What follows belongs to an exercise in optimizing a design on an open flow for small area, a short achievable clock period and few clock cycles; a production flow would make more cautious choices. Only simulation tests tie the RTL to the original design; equivalence was not proved. No activity file was given, so power comes from the tool's default toggle rates.

==> inputs of v2 <==
## SET
module SET ( clk , rst, en, central, radius, mode, busy, valid, candidate );
input clk, rst;
input en;
input [23:0] central;
input [11:0] radius;
input [1:0] mode;
output busy;
output reg valid;
output [7:0] candidate;
function [3:0] dist0; input [4:0] i;
  case (i)
    5'd0: dist0 = 4'd1;
    5'd1: dist0 = 4'd5;
    5'd2: dist0 = 4'd0;
    5'd3: dist0 = 4'd4;
    5'd4: dist0 = 4'd1;
    5'd5: dist0 = 4'd3;
    5'd6: dist0 = 4'd2;
    5'd7: dist0 = 4'd2;
    5'd8: dist0 = 4'd3;
    5'd9: dist0 = 4'd1;
    5'd10: dist0 = 4'd4;
    5'd11: dist0 = 4'd0;
    5'd12: dist0 = 4'd5;
    5'd13: dist0 = 4'd1;
    5'd14: dist0 = 4'd6;
    5'd15: dist0 = 4'd2;
    5'd16: dist0 = 4'd7;
    5'd17: dist0 = 4'd3;
    5'd18: dist0 = 4'd8;
    5'd19: dist0 = 4'd4;
    5'd20: dist0 = 4'd9;
    5'd21: dist0 = 4'd5;
    5'd22: dist0 = 4'd10;
    5'd23: dist0 = 4'd6;
    5'd24: dist0 = 4'd11;
    5'd25: dist0 = 4'd7;
    5'd26: dist0 = 4'd12;
    5'd27: dist0 = 4'd8;
    5'd28: dist0 = 4'd13;
    5'd29: dist0 = 4'd9;
    5'd30: dist0 = 4'd14;
    5'd31: dist0 = 4'd10;
    default: dist0 = 4'd0;
  endcase
endfunction
function [3:0] dist1; input [4:0] i;
  case (i)
    5'd0: dist1 = 4'd2;
    5'd1: dist1 = 4'd6;
    5'd2: dist1 = 4'd1;
    5'd3: dist1 = 4'd5;
    5'd4: dist1 = 4'd0;
    5'd5: dist1 = 4'd4;
    5'd6: dist1 = 4'd1;
    5'd7: dist1 = 4'd3;
    5'd8: dist1 = 4'd2;
    5'd9: dist1 = 4'd2;
    5'd10: dist1 = 4'd3;
    5'd11: dist1 = 4'd1;
    5'd12: dist1 = 4'd4;
    5'd13: dist1 = 4'd0;
    5'd14: dist1 = 4'd5;
    5'd15: dist1 = 4'd1;
    5'd16: dist1 = 4'd6;
    5'd17: dist1 = 4'd2;
    5'd18: dist1 = 4'd7;
    5'd19: dist1 = 4'd3;
    5'd20: dist1 = 4'd8;
    5'd21: dist1 = 4'd4;
    5'd22: dist1 = 4'd9;
    5'd23: dist1 = 4'd5;
    5'd24: dist1 = 4'd10;
    5'd25: dist1 = 4'd6;
    5'd26: dist1 = 4'd11;
    5'd27: dist1 = 4'd7;
    5'd28: dist1 = 4'd12;
    5'd29: dist1 = 4'd8;
    5'd30: dist1 = 4'd13;
    5'd31: dist1 = 4'd9;
    default: dist1 = 4'd0;
  endcase
endfunction
function [3:0] dist2; input [4:0] i;
  case (i)
    5'd0: dist2 = 4'd3;
    5'd1: dist2 = 4'd7;
    5'd2: dist2 = 4'd2;
    5'd3: dist2 = 4'd6;
    5'd4: dist2 = 4'd1;
    5'd5: dist2 = 4'd5;
    5'd6: dist2 = 4'd0;
    5'd7: dist2 = 4'd4;
    5'd8: dist2 = 4'd1;
    5'd9: dist2 = 4'd3;
    5'd10: dist2 = 4'd2;
    5'd11: dist2 = 4'd2;
    5'd12: dist2 = 4'd3;
  ...
Settings: LEC_CHECK=0, ABC_AREA=1, CAP_MARGIN=20, CORE_MARGIN=2, CORE_UTILIZATION=60, SETUP_SLACK_MARGIN=1.5, SLEW_MARGIN=20; clock period 9.0 ns.
standard.sh (not shown) runs the stock make flow with config.mk's settings and CLKGATE_MAP_FILE= SYNTH_SCRIPT=/design/flow/synth_recipe.tcl, a recipe that flattens the netlist after the stock synthesis.
==> flow/flow/run.sh <==
#!/bin/bash
# Layout: the standard flow (standard.sh) with one change: buffer_ports
# puts a sky130_fd_sc_hd__buf_4 on every input and output port instead of the
# slow delay-cell buffer it picks by default. Every port still gets a buffer.
set -e
export BUFFER_PORTS_ARGS="-buffer_cell sky130_fd_sc_hd__buf_4"
bash standard.sh finish > standard.log 2>&1
==> v28: changes against v2 <==
--- a/flow/design.v
+++ b/flow/design.v
@@ -261,14 +261,16 @@
 wire [63:0] hit = (ma & mb & ~mc) | (ma & ~mb & mc) | (~ma & mb & mc);
 reg [6:0] cs0;
 reg [6:0] cs1;
 reg [6:0] cs2;
 reg [6:0] cs3;
 reg [6:0] cs4;
 reg [6:0] cs5;
+reg [6:0] cs6;
+reg [6:0] cs7;
 wire pc1;
 wire pc2;
 assign pc1 = hit[0] ^ hit[10] ^ hit[11];
 assign pc2 = (hit[0] & hit[10]) | (hit[0] & hit[11]) | (hit[10] & hit[11]);
 wire pc3;
 wire pc4;
 assign pc3 = hit[12] ^ hit[13] ^ hit[14];
@@ -375,85 +377,67 @@
 assign pc54 = (pc35 & pc37) | (pc35 & pc39) | (pc37 & pc39);
 wire pc55;
 wire pc56;
 assign pc55 = pc41 ^ pc5 ^ pc7;
 assign pc56 = (pc41 & pc5) | (pc41 & pc7) | (pc5 & pc7);
 wire pc57;
 wire pc58;
-assign pc57 = pc9 ^ pc43 ^ pc45;
-assign pc58 = (pc9 & pc43) | (pc9 & pc45) | (pc43 & pc45);
+assign pc57 = pc10 ^ pc12 ^ pc14;
+assign pc58 = (pc10 & pc12) | (pc10 & pc14) | (pc12 & pc14);
 wire pc59;
 wire pc60;
-assign pc59 = pc10 ^ pc12 ^ pc14;
-assign pc60 = (pc10 & pc12) | (pc10 & pc14) | (pc12 & pc14);
+assign pc59 = pc16 ^ pc18 ^ pc2;
+assign pc60 = (pc16 & pc18) | (pc16 & pc2) | (pc18 & pc2);
 wire pc61;
 wire pc62;
-assign pc61 = pc16 ^ pc18 ^ pc2;
-assign pc62 = (pc16 & pc18) | (pc16 & pc2) | (pc18 & pc2);
+assign pc61 = pc20 ^ pc22 ^ pc24;
+assign pc62 = (pc20 & pc22) | (pc20 & pc24) | (pc22 & pc24);
 wire pc63;
 wire pc64;
-assign pc63 = pc20 ^ pc22 ^ pc24;
-assign pc64 = (pc20 & pc22) | (pc20 & pc24) | (pc22 & pc24);
+assign pc63 = pc26 ^ pc28 ^ pc30;
+assign pc64 = (pc26 & pc28) | (pc26 & pc30) | (pc28 & pc30);
 wire pc65;
 wire pc66;
-assign pc65 = pc26 ^ pc28 ^ pc30;
-assign pc66 = (pc26 & pc28) | (pc26 & pc30) | (pc28 & pc30);
+assign pc65 = pc32 ^ pc34 ^ pc36;
+assign pc66 = (pc32 & pc34) | (pc32 & pc36) | (pc34 & pc36);
 wire pc67;
 wire pc68;
-assign pc67 = pc32 ^ pc34 ^ pc36;
-assign pc68 = (pc32 & pc34) | (pc32 & pc36) | (pc34 & pc36);
+assign pc67 = pc38 ^ pc4 ^ pc40;
+assign pc68 = (pc38 & pc4) | (pc38 & pc40) | (pc4 & pc40);
 wire pc69;
 wire pc70;
-assign pc69 = pc38 ^ pc4 ^ pc40;
-assign pc70 = (pc38 & pc4) | (pc38 & pc40) | (pc4 & pc40);
+assign pc69 = pc42 ^ pc6 ^ pc8;
+assign pc70 = (pc42 & pc6) | (pc42 & pc8) | (pc6 & pc8);
 wire pc71;
 wire pc72;
-assign pc71 = pc42 ^ pc6 ^ pc8;
-assign pc72 = (pc42 & pc6) | (pc42 & pc8) | (pc6 & pc8);
+assign pc71 = pc44 ^ pc46 ^ pc48;
+assign pc72 = (pc44 & pc46) | (pc44 & pc48) | (pc46 & pc48);
 wire pc73;
 wire pc74;
-assign pc73 = pc44 ^ pc46 ^ pc48;
-assign pc74 = (pc44 & pc46) | (pc44 & pc48) | (pc46 & pc48);
+assign pc73 = pc50 ^ pc52 ^ pc54;
+assign pc74 = (pc50 & pc52) | (pc50 & pc54) | (pc52 & pc54);
 wire pc75;
 wire pc76;
-assign pc75 = pc50 ^ pc52 ^ pc54;
-assign pc76 = (pc50 & pc52) | (pc50 & pc54) | (pc52 & pc54);
+assign pc75 = pc56 ^ pc57 ^ pc59;
+assign pc76 = (pc56 & pc57) | (pc56 & pc59) | (pc57 & pc59);
 wire pc77;
 wire pc78;
-assign pc77 = pc56 ^ pc59 ^ pc61;
-assign pc78 = (pc56 & pc59) | (pc56 & pc61) | (pc59 & pc61);
-wire pc79;
-wire pc80;
-assign pc79 = pc63 ^ pc65 ^ pc67;
-assign pc80 = (pc63 & pc65) | (pc63 & pc67) | (pc65 & pc67);
-wire pc81;
-wire pc82;
-assign pc81 = pc69 ^ pc71 ^ pc58;
-assign pc82 = (pc69 & pc71) | (pc69 & pc58) | (pc71 & pc58);
-wire pc83;
-wire pc84;
-assign pc83 = pc60 ^ pc62 ^ pc64;
-assign pc84 = (pc60 & pc62) | (pc60 & pc64) | (pc62 & pc64);
-wire pc85;
-wire pc86;
-assign pc85 = pc66 ^ pc68 ^ pc70;
-assign pc86 = (pc66 & pc68) | (pc66 & pc70) | (pc68 & pc70);
-wire pc87;
-wire pc88;
-assign pc87 = pc72 ^ pc74 ^ pc76;
-assign pc88 = (pc72 & pc74) | (pc72 & pc76) | (pc74 & pc76);
+assign pc77 = pc58 ^ pc60 ^ pc62;
+assign pc78 = (pc58 & pc60) | (pc58 & pc62) | (pc60 & pc62);
 always @(posedge clk) begin
-  cs0 <= {1'b0,1'b0,1'b0,pc84,pc78,pc73,pc47};
-  cs1 <= {1'b0,1'b0,1'b0,pc86,pc80,pc75,pc49};
-  cs2 <= {1'b0,1'b0,1'b0,pc88,pc83,pc77,pc51};
-  cs3 <= {1'b0,1'b0,1'b0,1'b0,pc85,pc79,pc53};
-  cs4 <= {1'b0,1'b0,1'b0,1'b0,pc82,pc81,pc55};
-  cs5 <= {1'b0,1'b0,1'b0,1'b0,pc87,1'b0,pc57};
+  cs0 <= {1'b0,1'b0,1'b0,pc78,pc64,pc61,pc9};
+  cs1 <= {1'b0,1'b0,1'b0,1'b0,pc66,pc63,pc43};
+  cs2 <= {1'b0,1'b0,1'b0,1'b0,pc68,pc65,pc45};
+  cs3 <= {1'b0,1'b0,1'b0,1'b0,pc70,pc67,pc47};
+  cs4 <= {1'b0,1'b0,1'b0,1'b0,pc72,pc69,pc49};
+  cs5 <= {1'b0,1'b0,1'b0,1'b0,pc74,pc71,pc51};
+  cs6 <= {1'b0,1'b0,1'b0,1'b0,pc76,pc73,pc53};
+  cs7 <= {1'b0,1'b0,1'b0,1'b0,pc77,pc75,pc55};
 end
-assign candidate = {1'b0, cs0 + cs1 + cs2 + cs3 + cs4 + cs5};
+assign candidate = {1'b0, cs0 + cs1 + cs2 + cs3 + cs4 + cs5 + cs6 + cs7};
 always @(posedge clk or posedge rst)
   if (rst) valid <= 1'b0;
   else valid <= en;
 assign busy = valid;
 endmodule
 module chordm(i, o);
   input [7:0] i;
==> v38: changes against v2 <==
--- a/flow/design.v
+++ b/flow/design.v
@@ -261,14 +261,18 @@
 wire [63:0] hit = (ma & mb & ~mc) | (ma & ~mb & mc) | (~ma & mb & mc);
 reg [6:0] cs0;
 reg [6:0] cs1;
 reg [6:0] cs2;
 reg [6:0] cs3;
 reg [6:0] cs4;
 reg [6:0] cs5;
+reg [6:0] cs6;
+reg [6:0] cs7;
+reg [6:0] cs8;
+reg [6:0] cs9;
 wire pc1;
 wire pc2;
 assign pc1 = hit[0] ^ hit[10] ^ hit[11];
 assign pc2 = (hit[0] & hit[10]) | (hit[0] & hit[11]) | (hit[10] & hit[11]);
 wire pc3;
 wire pc4;
 assign pc3 = hit[12] ^ hit[13] ^ hit[14];
@@ -371,89 +375,61 @@
 assign pc52 = (pc3 & pc31) | (pc3 & pc33) | (pc31 & pc33);
 wire pc53;
 wire pc54;
 assign pc53 = pc35 ^ pc37 ^ pc39;
 assign pc54 = (pc35 & pc37) | (pc35 & pc39) | (pc37 & pc39);
 wire pc55;
 wire pc56;
-assign pc55 = pc41 ^ pc5 ^ pc7;
-assign pc56 = (pc41 & pc5) | (pc41 & pc7) | (pc5 & pc7);
+assign pc55 = pc10 ^ pc12 ^ pc14;
+assign pc56 = (pc10 & pc12) | (pc10 & pc14) | (pc12 & pc14);
 wire pc57;
 wire pc58;
-assign pc57 = pc9 ^ pc43 ^ pc45;
-assign pc58 = (pc9 & pc43) | (pc9 & pc45) | (pc43 & pc45);
+assign pc57 = pc16 ^ pc18 ^ pc2;
+assign pc58 = (pc16 & pc18) | (pc16 & pc2) | (pc18 & pc2);
 wire pc59;
 wire pc60;
-assign pc59 = pc10 ^ pc12 ^ pc14;
-assign pc60 = (pc10 & pc12) | (pc10 & pc14) | (pc12 & pc14);
+assign pc59 = pc20 ^ pc22 ^ pc24;
+assign pc60 = (pc20 & pc22) | (pc20 & pc24) | (pc22 & pc24);
 wire pc61;
 wire pc62;
-assign pc61 = pc16 ^ pc18 ^ pc2;
-assign pc62 = (pc16 & pc18) | (pc16 & pc2) | (pc18 & pc2);
+assign pc61 = pc26 ^ pc28 ^ pc30;
+assign pc62 = (pc26 & pc28) | (pc26 & pc30) | (pc28 & pc30);
 wire pc63;
 wire pc64;
-assign pc63 = pc20 ^ pc22 ^ pc24;
-assign pc64 = (pc20 & pc22) | (pc20 & pc24) | (pc22 & pc24);
+assign pc63 = pc32 ^ pc34 ^ pc36;
+assign pc64 = (pc32 & pc34) | (pc32 & pc36) | (pc34 & pc36);
 wire pc65;
 wire pc66;
-assign pc65 = pc26 ^ pc28 ^ pc30;
-assign pc66 = (pc26 & pc28) | (pc26 & pc30) | (pc28 & pc30);
+assign pc65 = pc38 ^ pc4 ^ pc40;
+assign pc66 = (pc38 & pc4) | (pc38 & pc40) | (pc4 & pc40);
 wire pc67;
 wire pc68;
-assign pc67 = pc32 ^ pc34 ^ pc36;
-assign pc68 = (pc32 & pc34) | (pc32 & pc36) | (pc34 & pc36);
+assign pc67 = pc42 ^ pc6 ^ pc8;
+assign pc68 = (pc42 & pc6) | (pc42 & pc8) | (pc6 & pc8);
 wire pc69;
 wire pc70;
-assign pc69 = pc38 ^ pc4 ^ pc40;
-assign pc70 = (pc38 & pc4) | (pc38 & pc40) | (pc4 & pc40);
+assign pc69 = pc44 ^ pc46 ^ pc48;
+assign pc70 = (pc44 & pc46) | (pc44 & pc48) | (pc46 & pc48);
 wire pc71;
 wire pc72;
-assign pc71 = pc42 ^ pc6 ^ pc8;
-assign pc72 = (pc42 & pc6) | (pc42 & pc8) | (pc6 & pc8);
-wire pc73;
-wire pc74;
-assign pc73 = pc44 ^ pc46 ^ pc48;
-assign pc74 = (pc44 & pc46) | (pc44 & pc48) | (pc46 & pc48);
-wire pc75;
-wire pc76;
-assign pc75 = pc50 ^ pc52 ^ pc54;
-assign pc76 = (pc50 & pc52) | (pc50 & pc54) | (pc52 & pc54);
-wire pc77;
-wire pc78;
-assign pc77 = pc56 ^ pc59 ^ pc61;
-assign pc78 = (pc56 & pc59) | (pc56 & pc61) | (pc59 & pc61);
-wire pc79;
-wire pc80;
-assign pc79 = pc63 ^ pc65 ^ pc67;
-assign pc80 = (pc63 & pc65) | (pc63 & pc67) | (pc65 & pc67);
-wire pc81;
-wire pc82;
-assign pc81 = pc69 ^ pc71 ^ pc58;
-assign pc82 = (pc69 & pc71) | (pc69 & pc58) | (pc71 & pc58);
-wire pc83;
-wire pc84;
-assign pc83 = pc60 ^ pc62 ^ pc64;
-assign pc84 = (pc60 & pc62) | (pc60 & pc64) | (pc62 & pc64);
-wire pc85;
-wire pc86;
-assign pc85 = pc66 ^ pc68 ^ pc70;
-assign pc86 = (pc66 & pc68) | (pc66 & pc70) | (pc68 & pc70);
-wire pc87;
-wire pc88;
-assign pc87 = pc72 ^ pc74 ^ pc76;
-assign pc88 = (pc72 & pc74) | (pc72 & pc76) | (pc74 & pc76);
+assign pc71 = pc50 ^ pc52 ^ pc54;
+assign pc72 = (pc50 & pc52) | (pc50 & pc54) | (pc52 & pc54);
 always @(posedge clk) begin
-  cs0 <= {1'b0,1'b0,1'b0,pc84,pc78,pc73,pc47};
-  cs1 <= {1'b0,1'b0,1'b0,pc86,pc80,pc75,pc49};
-  cs2 <= {1'b0,1'b0,1'b0,pc88,pc83,pc77,pc51};
-  cs3 <= {1'b0,1'b0,1'b0,1'b0,pc85,pc79,pc53};
-  cs4 <= {1'b0,1'b0,1'b0,1'b0,pc82,pc81,pc55};
-  cs5 <= {1'b0,1'b0,1'b0,1'b0,pc87,1'b0,pc57};
+  cs0 <= {1'b0,1'b0,1'b0,1'b0,pc56,pc55,pc41};
+  cs1 <= {1'b0,1'b0,1'b0,1'b0,pc58,pc57,pc5};
+  cs2 <= {1'b0,1'b0,1'b0,1'b0,pc60,pc59,pc7};
+  cs3 <= {1'b0,1'b0,1'b0,1'b0,pc62,pc61,pc9};
+  cs4 <= {1'b0,1'b0,1'b0,1'b0,pc64,pc63,pc43};
+  cs5 <= {1'b0,1'b0,1'b0,1'b0,pc66,pc65,pc45};
+  cs6 <= {1'b0,1'b0,1'b0,1'b0,pc68,pc67,pc47};
+  cs7 <= {1'b0,1'b0,1'b0,1'b0,pc70,pc69,pc49};
+  cs8 <= {1'b0,1'b0,1'b0,1'b0,pc72,pc71,pc51};
+  cs9 <= {1'b0,1'b0,1'b0,1'b0,1'b0,1'b0,pc53};
 end
-assign candidate = {1'b0, cs0 + cs1 + cs2 + cs3 + cs4 + cs5};
+assign candidate = {1'b0, cs0 + cs1 + cs2 + cs3 + cs4 + cs5 + cs6 + cs7 + cs8 + cs9};
 always @(posedge clk or posedge rst)
   if (rst) valid <= 1'b0;
   else valid <= en;
 assign busy = valid;
 endmodule
 module chordm(i, o);
   input [7:0] i;
==> comparison <==
Routed wire length, lowest first: v28, v38, v2.
The highest global-route usage belongs to v38, the lowest to v28.
Synthesized cell count, highest first: v28, v2, v38.
Of v38 and v28, v38 has the higher combinational power (gap about 2%, measured against v28).
Of v28 and v38, v28 has the higher design area (gap about 0.6%, measured against v38).
Worst setup slack, highest first: v2, v38, v28.
Count of clock-buffer cells in the layout: v28 is higher than v2 (1).
Core utilization, highest first: v2, v28, v38.
Testbench counts of v2, summed over its fixed seeds: cycles 328.
Testbench counts of v28, summed over its fixed seeds: cycles 328.
Testbench counts of v38, summed over its fixed seeds: cycles 328.

[re-timing with driven ports]
How much do the figures lean on ideal ports? The routed layouts below were timed once more, with nothing changed but the port constraints. Step 1 sets driving cells, clkbuf_16 on the clock port and buf_2 on the other inputs (assumed; they add their load-dependent delay and slew). Step 2 adds t to the input delays and takes it off the output delays; t is the mean of the earliest and latest rising clock arrival at the registers after step 1. Input paths then give back, and output paths get back, about the clock's delay inside the block. Three values: no drivers, after step 1, after step 2; two values: the first two.
run	t (ns)	slack for setup (ns)	worst hold slack (ns)	worst setup path after step 2	cell pins on the clock port's net
v2	0.279	1.780 / 1.771 / 1.492	1.383 / 1.374 / 1.653	input to register	1
v28	0.311	1.698 / 1.718 / 1.407	1.365 / 1.343 / 1.654	input to register	1
v38	0.306	1.776 / 1.781 / 1.475	1.355 / 1.343 / 1.649	input to register	1
After both steps every run listed still meets setup and hold. For v38, which loses most, drivers alone change the setup slack by +0.005 ns; drivers and shift together by -0.301 ns.
